From an optimization exercise on the open Yosys and OpenROAD flow, aimed at small area and a short achievable clock period; shortcuts taken in it are not production practice. At most, simulation tests tie the RTL to the original design; equivalence was not proved. No activity file was given, so power comes from the tool's default toggle rates.

==> exp/raven: inputs <==
## user_logic
module user_logic
(
  Bus2IP_Clk,                      
  Bus2IP_Reset,                    
  Bus2IP_Data,                     
  Bus2IP_BE,                       
  Bus2IP_RdCE,                     
  Bus2IP_WrCE,                     
  IP2Bus_Data,                     
  IP2Bus_RdAck,                    
  IP2Bus_WrAck,                    
  IP2Bus_Error                     
);
parameter C_SLV_DWIDTH                   = 32;
parameter C_NUM_REG                      = 3;
input                                     Bus2IP_Clk;
input                                     Bus2IP_Reset;
input      [0 : C_SLV_DWIDTH-1]           Bus2IP_Data;
input      [0 : C_SLV_DWIDTH/8-1]         Bus2IP_BE;
input      [0 : C_NUM_REG-1]              Bus2IP_RdCE;
input      [0 : C_NUM_REG-1]              Bus2IP_WrCE;
output     [0 : C_SLV_DWIDTH-1]           IP2Bus_Data;
output                                    IP2Bus_RdAck;
output                                    IP2Bus_WrAck;
output                                    IP2Bus_Error;
  reg  [0:31] slv_reg0;    
  reg  [0:31] slv_reg1;    
  reg  [0:31] slv_reg2;    
  reg         rst_d;       
  integer     byte_index;
  reg [0:31] a_next, b_next;
  always @(*) begin
    a_next = slv_reg0;
    b_next = slv_reg1;
    if (Bus2IP_Reset == 1) begin
      a_next = 0;
      b_next = 0;
    end else
      case (Bus2IP_WrCE)
        3'b100 :
          for (byte_index = 0; byte_index <= 3; byte_index = byte_index + 1)
            if (Bus2IP_BE[byte_index] == 1)
              a_next[byte_index*8 +: 8] = Bus2IP_Data[byte_index*8 +: 8];
        3'b010 :
          for (byte_index = 0; byte_index <= 3; byte_index = byte_index + 1)
  ...
clock: 8.0 ns
lec_check: 0
abc_area: 0
cap_margin: 20
core_margin: 2
core_utilization: 40
setup_slack_margin: 4.0
slew_margin: 20
synth_hierarchical: 1
synth_minimum_keep_size: 0
run.sh (not shown) runs the stock make flow with config.mk's settings and CLKGATE_MAP_FILE= SYNTH_SCRIPT=/design/flow/synth_recipe.tcl, a recipe that flattens the netlist after the stock synthesis.
==> exp/violet: changes against exp/raven <==
--- a/flow/design.v
+++ b/flow/design.v
@@ -1565,20 +1565,24 @@
       slv_reg2 <= {prod[31], prod[30], prod[29], prod[28], prod[27], prod[26], prod[25], prod[24], prod[23], prod[22], prod[21], prod[20], prod[19], prod[18], prod[17], prod[16], prod[15], prod[14], prod[13], prod[12], prod[11], prod[10], prod[9], prod[8], prod[7], prod[6], prod[5], prod[4], prod[3], prod[2], prod[1], prod[0]};
   end
   genvar gi;
   generate for (gi = 0; gi < 32; gi = gi + 1) begin : g_rd
     wire many;
     if (gi % 8 == 0) begin : g_dec
-      mul_maj3 u_many (.a(Bus2IP_RdCE[0]), .b(Bus2IP_RdCE[1]), .c(Bus2IP_RdCE[2]), .y(many));
+      wire n01, n2x;
+      mul_nand2 u_n01 (.a(Bus2IP_RdCE[0]), .b(Bus2IP_RdCE[1]), .y(n01));
+      mul_o21ai u_n2x (.a(Bus2IP_RdCE[0]), .b(Bus2IP_RdCE[1]), .c(Bus2IP_RdCE[2]), .y(n2x));
+      mul_nand2 u_many (.a(n01), .b(n2x), .y(many));
     end else begin : g_use
       assign many = g_rd[gi - gi % 8].many;
     end
-    wire t01, t2;
-    mul_a22oi u_t01 (.a(Bus2IP_RdCE[0]), .b(slv_reg0[gi]), .c(Bus2IP_RdCE[1]), .d(slv_reg1[gi]), .y(t01));
-    mul_nand2 u_t2 (.a(Bus2IP_RdCE[2]), .b(slv_reg2[gi]), .y(t2));
-    mul_a21oi u_y (.a(t01), .b(t2), .c(many), .y(IP2Bus_Data[gi]));
+    wire n0, n1, n2;
+    mul_nand2 u_n0 (.a(Bus2IP_RdCE[0]), .b(slv_reg0[gi]), .y(n0));
+    mul_nand2 u_n1 (.a(Bus2IP_RdCE[1]), .b(slv_reg1[gi]), .y(n1));
+    mul_nand2 u_n2 (.a(Bus2IP_RdCE[2]), .b(slv_reg2[gi]), .y(n2));
+    mul_a31oi u_y (.a(n0), .b(n1), .c(n2), .d(many), .y(IP2Bus_Data[gi]));
   end endgenerate
   assign IP2Bus_WrAck = Bus2IP_WrCE[0] | Bus2IP_WrCE[1] | Bus2IP_WrCE[2];
   assign IP2Bus_RdAck = Bus2IP_RdCE[0] | Bus2IP_RdCE[1] | Bus2IP_RdCE[2];
   assign IP2Bus_Error = 1'b0;
 endmodule
 module mul_fa (input a, input b, input c, output s, output co);
@@ -1595,20 +1599,20 @@
 module mul_ao22 (input a, input b, input c, input d, output y);
   assign y = (a & b) | (c & d);
 endmodule
 module mul_x2 (input a, input b, output y);
   assign y = a ^ b;
 endmodule
-module mul_a22oi (input a, input b, input c, input d, output y);
-  assign y = ~((a & b) | (c & d));
+module mul_o21ai (input a, input b, input c, output y);
+  assign y = ~((a | b) & c);
 endmodule
 module mul_nand2 (input a, input b, output y);
   assign y = ~(a & b);
 endmodule
-module mul_a21oi (input a, input b, input c, output y);
-  assign y = ~((a & b) | c);
+module mul_a31oi (input a, input b, input c, input d, output y);
+  assign y = ~((a & b & c) | d);
 endmodule
 module mul_maj3 (input a, input b, input c, output y);
   assign y = (a & b) | (a & c) | (b & c);
 endmodule
 module mul_omux (input many, input s0, input s1, input s2, input d0, input d1, input d2, output y);
   assign y = ~many & ((s0 & d0) | (s1 & d1) | (s2 & d2));
==> flow/flow/run.sh (new file) <==
#!/bin/bash
set -euo pipefail
bash standard.sh "BUFFER_PORTS_ARGS=-buffer_cell sky130_fd_sc_hd__buf_2" \
  "CTS_ARGS=-sink_clustering_enable -repair_clock_nets -dont_use_dummy_load -sink_clustering_size 20" \
  finish > make.log 2>&1
==> flow/standard.sh (new file) <==
#!/bin/bash
# synth_recipe.tcl (not shown) runs the flow's synth.tcl, then flattens the netlist and writes it again
# the make line also repeats each setting of config.mk as NAME=value (left out here)
make -C /OpenROAD-flow-scripts/flow DESIGN_CONFIG=/design/flow/config.mk WORK_HOME=/design/flow/orfs CLKGATE_MAP_FILE= SYNTH_SCRIPT=/design/flow/synth_recipe.tcl "${@:-finish}"
PLACE_DENSITY = 0.75   (was default)
removed: flow/run.sh
==> run summary <==
outcome complete, no violations; WL met3 ~7000 um; total chip power roughly 2500 uW; Worst-Margin Slew 1.18 ns; full die area around 40000 um^2; Synth top cells by count xor2_1 (303), o22ai_1 (256), fa_1 (214); worst r2r src slv_reg1[28]$_SDFFE_PP0P_; Mapped Cells ~1600; Synth Area in Compound Gates 19.9%; comb_multi_in 1364; combinational power ~630 uW; vias in the first global route 14400; GR Util met3 under 10%; Simple-Gate Fraction of Synth Area 10.3%; combinational fraction of design power 25.5%; end of the critical path IP2Bus_Data[11]; largest net degree at the start of global routing 68
# the run above: exp/raven

==> run summary <==
Simple-Gate Fraction of Synth Area between 10% and 20%; total chip power between 2000 and 2500 uW; combinational fraction of design power 26.4%; outcome complete, no violations; WL met3 8620 um; largest net degree at the start of global routing a little over 70; vias in the first global route between 10000 and 15000; full die area around 40000 um^2; GR Util met3 11.0%; end of the critical path IP2Bus_Data[29]
# the run above: exp/violet

For exp/raven, only the layout was checked, not whether the RTL still works.

---

==> trial 88: inputs <==
Another version of the RTL of user_logic (not shown whole).
export LEC_CHECK = 0
export ABC_AREA = 0
export CAP_MARGIN = 20
export CORE_MARGIN = 2
export CORE_UTILIZATION = 40
export SETUP_SLACK_MARGIN = 4.0
export SLEW_MARGIN = 20
export SYNTH_HIERARCHICAL = 1
export SYNTH_MINIMUM_KEEP_SIZE = 0
create_clock -name core_clock -period 8.0 [get_ports {Bus2IP_Clk}]
standard.sh (not shown) runs the stock make flow with config.mk's settings and CLKGATE_MAP_FILE= SYNTH_SCRIPT=/design/flow/synth_recipe.tcl, a recipe that flattens the netlist after the stock synthesis.
==> flow/flow/run.sh <==
#!/bin/bash
set -euo pipefail
bash standard.sh "BUFFER_PORTS_ARGS=-buffer_cell sky130_fd_sc_hd__buf_1" finish > make.log 2>&1
==> build 59: changes against trial 88 <==
==> flow/flow/run.sh (replaced) <==
#!/bin/bash
set -euo pipefail
bash standard.sh "BUFFER_PORTS_ARGS=-buffer_cell sky130_fd_sc_hd__buf_2" \
  "CTS_ARGS=-sink_clustering_enable -repair_clock_nets -dont_use_dummy_load -sink_clustering_size 20" \
  finish > make.log 2>&1
==> trial 80: changes against trial 88 <==
==> flow/run.sh (new file) <==
#!/bin/bash
# synth_recipe.tcl (not shown) runs the flow's synth.tcl, then flattens the netlist and writes it again
# the make line also repeats each setting of config.mk as NAME=value (left out here)
make -C /OpenROAD-flow-scripts/flow DESIGN_CONFIG=/design/flow/config.mk WORK_HOME=/design/flow/orfs CLKGATE_MAP_FILE= SYNTH_SCRIPT=/design/flow/synth_recipe.tcl finish
--- a/flow/config.mk
+++ b/flow/config.mk
@@ -7,9 +7,9 @@
 export LEC_CHECK = 0
 export ABC_AREA = 0
 export CAP_MARGIN = 20
 export CORE_MARGIN = 2
 export CORE_UTILIZATION = 40
-export SETUP_SLACK_MARGIN = 4.0
+export SETUP_SLACK_MARGIN = 3.7
 export SLEW_MARGIN = 20
 export SYNTH_HIERARCHICAL = 1
 export SYNTH_MINIMUM_KEEP_SIZE = 0
removed: flow/flow/run.sh
removed: flow/standard.sh
==> build 82: changes against trial 88 <==
--- a/flow/design.v
+++ b/flow/design.v
@@ -1573,14 +1573,15 @@
       mul_o21ai u_n2x (.a(Bus2IP_RdCE[0]), .b(Bus2IP_RdCE[1]), .c(Bus2IP_RdCE[2]), .y(n2x));
       mul_nand2 u_many (.a(n01), .b(n2x), .y(many));
     end else begin : g_use
       assign many = g_rd[gi - gi % 8].many;
     end
-    wire t01, t2;
-    mul_a22oi u_t01 (.a(Bus2IP_RdCE[0]), .b(slv_reg0[gi]), .c(Bus2IP_RdCE[1]), .d(slv_reg1[gi]), .y(t01));
-    mul_nand2 u_t2 (.a(Bus2IP_RdCE[2]), .b(slv_reg2[gi]), .y(t2));
-    mul_a21oi u_y (.a(t01), .b(t2), .c(many), .y(IP2Bus_Data[gi]));
+    wire n0, n1, n2;
+    mul_nand2 u_n0 (.a(Bus2IP_RdCE[0]), .b(slv_reg0[gi]), .y(n0));
+    mul_nand2 u_n1 (.a(Bus2IP_RdCE[1]), .b(slv_reg1[gi]), .y(n1));
+    mul_nand2 u_n2 (.a(Bus2IP_RdCE[2]), .b(slv_reg2[gi]), .y(n2));
+    mul_a31oi u_y (.a(n0), .b(n1), .c(n2), .d(many), .y(IP2Bus_Data[gi]));
   end endgenerate
   assign IP2Bus_WrAck = Bus2IP_WrCE[0] | Bus2IP_WrCE[1] | Bus2IP_WrCE[2];
   assign IP2Bus_RdAck = Bus2IP_RdCE[0] | Bus2IP_RdCE[1] | Bus2IP_RdCE[2];
   assign IP2Bus_Error = 1'b0;
 endmodule
@@ -1602,18 +1603,15 @@
   assign y = a ^ b;
 endmodule
 module mul_o21ai (input a, input b, input c, output y);
   assign y = ~((a | b) & c);
 endmodule
-module mul_a22oi (input a, input b, input c, input d, output y);
-  assign y = ~((a & b) | (c & d));
-endmodule
 module mul_nand2 (input a, input b, output y);
   assign y = ~(a & b);
 endmodule
-module mul_a21oi (input a, input b, input c, output y);
-  assign y = ~((a & b) | c);
+module mul_a31oi (input a, input b, input c, input d, output y);
+  assign y = ~((a & b & c) | d);
 endmodule
 module mul_maj3 (input a, input b, input c, output y);
   assign y = (a & b) | (a & c) | (b & c);
 endmodule
 module mul_omux (input many, input s0, input s1, input s2, input d0, input d1, input d2, output y);
==> flow/flow/run.sh (replaced) <==
#!/bin/bash
set -euo pipefail
bash standard.sh "BUFFER_PORTS_ARGS=-buffer_cell sky130_fd_sc_hd__buf_2" \
  "CTS_ARGS=-sink_clustering_enable -repair_clock_nets -dont_use_dummy_load -sink_clustering_size 20" \
  finish > make.log 2>&1
--- a/flow/config.mk
+++ b/flow/config.mk
@@ -7,9 +7,9 @@
 export LEC_CHECK = 0
 export ABC_AREA = 0
 export CAP_MARGIN = 20
 export CORE_MARGIN = 2
 export CORE_UTILIZATION = 40
-export SETUP_SLACK_MARGIN = 4.0
+export SETUP_SLACK_MARGIN = 4.25
 export SLEW_MARGIN = 20
 export SYNTH_HIERARCHICAL = 1
 export SYNTH_MINIMUM_KEEP_SIZE = 0
==> summary of the runs <==
Between build 82 and build 59, the lower sequential share of layout area is in build 82 (gap 0.60 points). In area after synthesis, trial 80 and trial 88 do not differ. Via count: trial 80 < build 59 < trial 88 < build 82. In flip-flop and latch count, build 59 and trial 88 do not differ. Count of clock-buffer cells in the layout is the same in build 82 and build 59. Utilization: build 82 is higher than trial 80 (2.5 points).

---

==> inputs of v28 <==
user_logic, a different RTL version from the one above (not shown whole).
==> flow/config.mk <==
export PLATFORM = sky130hd
export DESIGN_NAME = user_logic
export DESIGN_NICKNAME = user_logic
export VERILOG_FILES = /design/flow/design.v
export SDC_FILE = /design/flow/constraint.sdc
export NUM_CORES = 4
export LEC_CHECK = 0
export ABC_AREA = 1
export CAP_MARGIN = 20
export CORE_MARGIN = 2
export CORE_UTILIZATION = 40
export SETUP_SLACK_MARGIN = 4.0
export SLEW_MARGIN = 20
export SYNTH_HIERARCHICAL = 1
export SYNTH_MINIMUM_KEEP_SIZE = 0
==> flow/constraint.sdc <==
create_clock -name core_clock -period 8.0 [get_ports {Bus2IP_Clk}]
set_input_delay 1.6000 -clock core_clock [delete_from_list [all_inputs] [get_ports {Bus2IP_Clk}]]
set_output_delay 1.6000 -clock core_clock [all_outputs]
set_load 0.01 [all_outputs]
run.sh (not shown) runs the stock make flow with config.mk's settings and CLKGATE_MAP_FILE= SYNTH_SCRIPT=/design/flow/synth_recipe.tcl, a recipe that flattens the netlist after the stock synthesis.
Stock flow here: none of the scripts above is used.
==> v38 (differences from v28) <==
SETUP_SLACK_MARGIN = 3.5   (was 4.0)
==> v3 (differences from v28) <==
SETUP_SLACK_MARGIN = 4.5   (was 4.0)
==> results.yml <==
cells_and_area:
  layout-drive-gt1-share: 0.113
  final_core_util: 0.462
power_and_ir_drop:
  p_clk_frac: 0.284
  leakage_nw: 9.28
clock_tree:
  clk_latency_ns: 0.46
outcome:
  status: "timing/DRC/antenna clean"
The numbers above come from v28.

==> results.yml <==
outcome:
  status: "timing/DRC/antenna clean"
clock_tree:
  clk_latency_ns: 0.47
power_and_ir_drop:
  leakage_nw: 8.99
  p_clk_frac: 0.287
floorplanning:
  dieArea_mm2: 0.0418
setup_path:
  critPathMostFrequentCell: "clkdlybuf4s50_1"
  cp-end-kind: "primary output"
detailed_routing:
  m1WireLength_um: 23200
sta:
  min_period_ns: 4.44
cells_and_area:
  layout-drive-gt1-share: 0.0846
  final_core_util: 0.451
The numbers above come from v38.

==> results.yml <==
power_and_ir_drop:
  p_clk_frac: 0.282
  leakage_nw: 9.89
clock_tree:
  clk_latency_ns: 0.46
outcome:
  status: "timing/DRC/antenna clean"
cells_and_area:
  layout-drive-gt1-share: 0.247
  final_core_util: 0.515
detailed_routing:
  first_iter_violations: 1882
The numbers above come from v3.


---

==> xenon: inputs <==
user_logic with an RTL version that a note above also has.
export LEC_CHECK = 0
export ABC_AREA = 0
export CAP_MARGIN = 20
export CORE_MARGIN = 2
export CORE_UTILIZATION = 40
export SETUP_SLACK_MARGIN = 4.0
export SLEW_MARGIN = 20
export SYNTH_HIERARCHICAL = 1
export SYNTH_MINIMUM_KEEP_SIZE = 0
create_clock -name core_clock -period 8.0 [get_ports {Bus2IP_Clk}]
standard.sh (not shown) runs the stock make flow with config.mk's settings and CLKGATE_MAP_FILE= SYNTH_SCRIPT=/design/flow/synth_recipe.tcl, a recipe that flattens the netlist after the stock synthesis.
==> flow/flow/run.sh <==
#!/bin/bash
set -euo pipefail
bash standard.sh "BUFFER_PORTS_ARGS=-buffer_cell sky130_fd_sc_hd__buf_2" \
  "CTS_ARGS=-sink_clustering_enable -repair_clock_nets -dont_use_dummy_load -sink_clustering_size 10 -buf_list sky130_fd_sc_hd__clkbuf_8 -root_buf sky130_fd_sc_hd__clkbuf_16" \
  finish > make.log 2>&1
==> inputs of ember, as changes to xenon <==
--- a/flow/design.v
+++ b/flow/design.v
@@ -1571,19 +1571,18 @@
       wire n01, n2x;
       mul_nand2 u_n01 (.a(Bus2IP_RdCE[0]), .b(Bus2IP_RdCE[1]), .y(n01));
       mul_o21ai u_n2x (.a(Bus2IP_RdCE[0]), .b(Bus2IP_RdCE[1]), .c(Bus2IP_RdCE[2]), .y(n2x));
       mul_nand2 u_many (.a(n01), .b(n2x), .y(many));
     end else begin : g_use
       assign many = g_rd[gi - gi % 8].many;
     end
-    wire n0, n1, n2;
-    mul_nand2 u_n0 (.a(Bus2IP_RdCE[0]), .b(slv_reg0[gi]), .y(n0));
-    mul_nand2 u_n1 (.a(Bus2IP_RdCE[1]), .b(slv_reg1[gi]), .y(n1));
-    mul_nand2 u_n2 (.a(Bus2IP_RdCE[2]), .b(slv_reg2[gi]), .y(n2));
-    mul_a31oi u_y (.a(n0), .b(n1), .c(n2), .d(many), .y(IP2Bus_Data[gi]));
+    wire t01, t2;
+    mul_a22oi u_t01 (.a(Bus2IP_RdCE[0]), .b(slv_reg0[gi]), .c(Bus2IP_RdCE[1]), .d(slv_reg1[gi]), .y(t01));
+    mul_nand2 u_t2 (.a(Bus2IP_RdCE[2]), .b(slv_reg2[gi]), .y(t2));
+    mul_a21oi u_y (.a(t01), .b(t2), .c(many), .y(IP2Bus_Data[gi]));
   end endgenerate
   assign IP2Bus_WrAck = Bus2IP_WrCE[0] | Bus2IP_WrCE[1] | Bus2IP_WrCE[2];
   assign IP2Bus_RdAck = Bus2IP_RdCE[0] | Bus2IP_RdCE[1] | Bus2IP_RdCE[2];
   assign IP2Bus_Error = 1'b0;
 endmodule
 module mul_fa (input a, input b, input c, output s, output co);
   assign s  = a ^ b ^ c;
@@ -1601,19 +1600,22 @@
 endmodule
 module mul_x2 (input a, input b, output y);
   assign y = a ^ b;
 endmodule
 module mul_o21ai (input a, input b, input c, output y);
   assign y = ~((a | b) & c);
 endmodule
+module mul_a22oi (input a, input b, input c, input d, output y);
+  assign y = ~((a & b) | (c & d));
+endmodule
 module mul_nand2 (input a, input b, output y);
   assign y = ~(a & b);
 endmodule
-module mul_a31oi (input a, input b, input c, input d, output y);
-  assign y = ~((a & b & c) | d);
+module mul_a21oi (input a, input b, input c, output y);
+  assign y = ~((a & b) | c);
 endmodule
 module mul_maj3 (input a, input b, input c, output y);
   assign y = (a & b) | (a & c) | (b & c);
 endmodule
 module mul_omux (input many, input s0, input s1, input s2, input d0, input d1, input d2, output y);
   assign y = ~many & ((s0 & d0) | (s1 & d1) | (s2 & d2));
 endmodule
==> flow/flow/run.sh (replaced) <==
#!/bin/bash
set -euo pipefail
bash standard.sh "BUFFER_PORTS_ARGS=-buffer_cell sky130_fd_sc_hd__buf_2" finish > make.log 2>&1
==> run summary <==
Of ember and xenon, ember has the higher utilization (gap 1.1 points).
Against ember, the clock power of xenon is lower by 42%.
Against ember, the via count of xenon is larger by 0.20%.
Cell count: xenon is lower than ember (0.45%).
Of ember and xenon, xenon has the higher hold slack (gap 0.012 ns).

==> what the ideal ports hide <==
The flow's constraints put no driver on any port. The routed layouts listed below were extracted and timed again, unchanged, in two steps. Step 1: set_driving_cell puts a clkbuf_16 on Bus2IP_Clk and a buf_2 on each other input, an assumption about the parent block. Step 2 times the ports against the registers' clock, not the clock port: input delays grow and output delays shrink by t, the midpoint of the rising clock arrivals with the driver on. Slacks: no drivers / after step 1 / after step 2; pairs: no drivers / after step 1.
| run | t (ns) | setup slack, ns | latest minus earliest clock arrival (ns) | worst data-port slew with drivers (ns) |
|---|---|---|---|---|
| exp/raven | 0.502 | 3.770 / 3.725 / 3.725 | 0.018 / 0.018 | 0.13 |
| exp/violet | 0.495 | 3.917 / 3.761 / 3.761 | 0.032 / 0.032 | 0.17 |
| trial 88 | 0.514 | 3.844 / 3.763 / 3.763 | 0.029 / 0.030 | 0.12 |
| build 59 | 0.499 | 3.871 / 3.822 / 3.822 | 0.041 / 0.041 | 0.08 |
| trial 80 | 0.516 | 3.726 / 3.651 / 3.651 | 0.019 / 0.019 | 0.08 |
| build 82 | 0.504 | 3.972 / 3.848 / 3.848 | 0.032 / 0.031 | 0.19 |
| v28 | 0.508 | 3.745 / 3.694 / 3.694 | 0.015 / 0.015 | 0.07 |
| v38 | 0.513 | 3.559 / 3.528 / 3.528 | 0.018 / 0.018 | 0.04 |
| v3 | 0.506 | 3.711 / 3.664 / 3.664 | 0.017 / 0.018 | 0.06 |
| xenon | 0.457 | 4.008 / 3.871 / 3.871 | 0.047 / 0.047 | 0.22 |
| ember | 0.514 | 3.872 / 3.813 / 3.813 | 0.031 / 0.032 | 0.08 |
After both steps setup and hold are still met in every run listed. For exp/violet, which loses most, drivers alone change the setup slack by -0.156 ns; drivers and shift together by -0.156 ns.
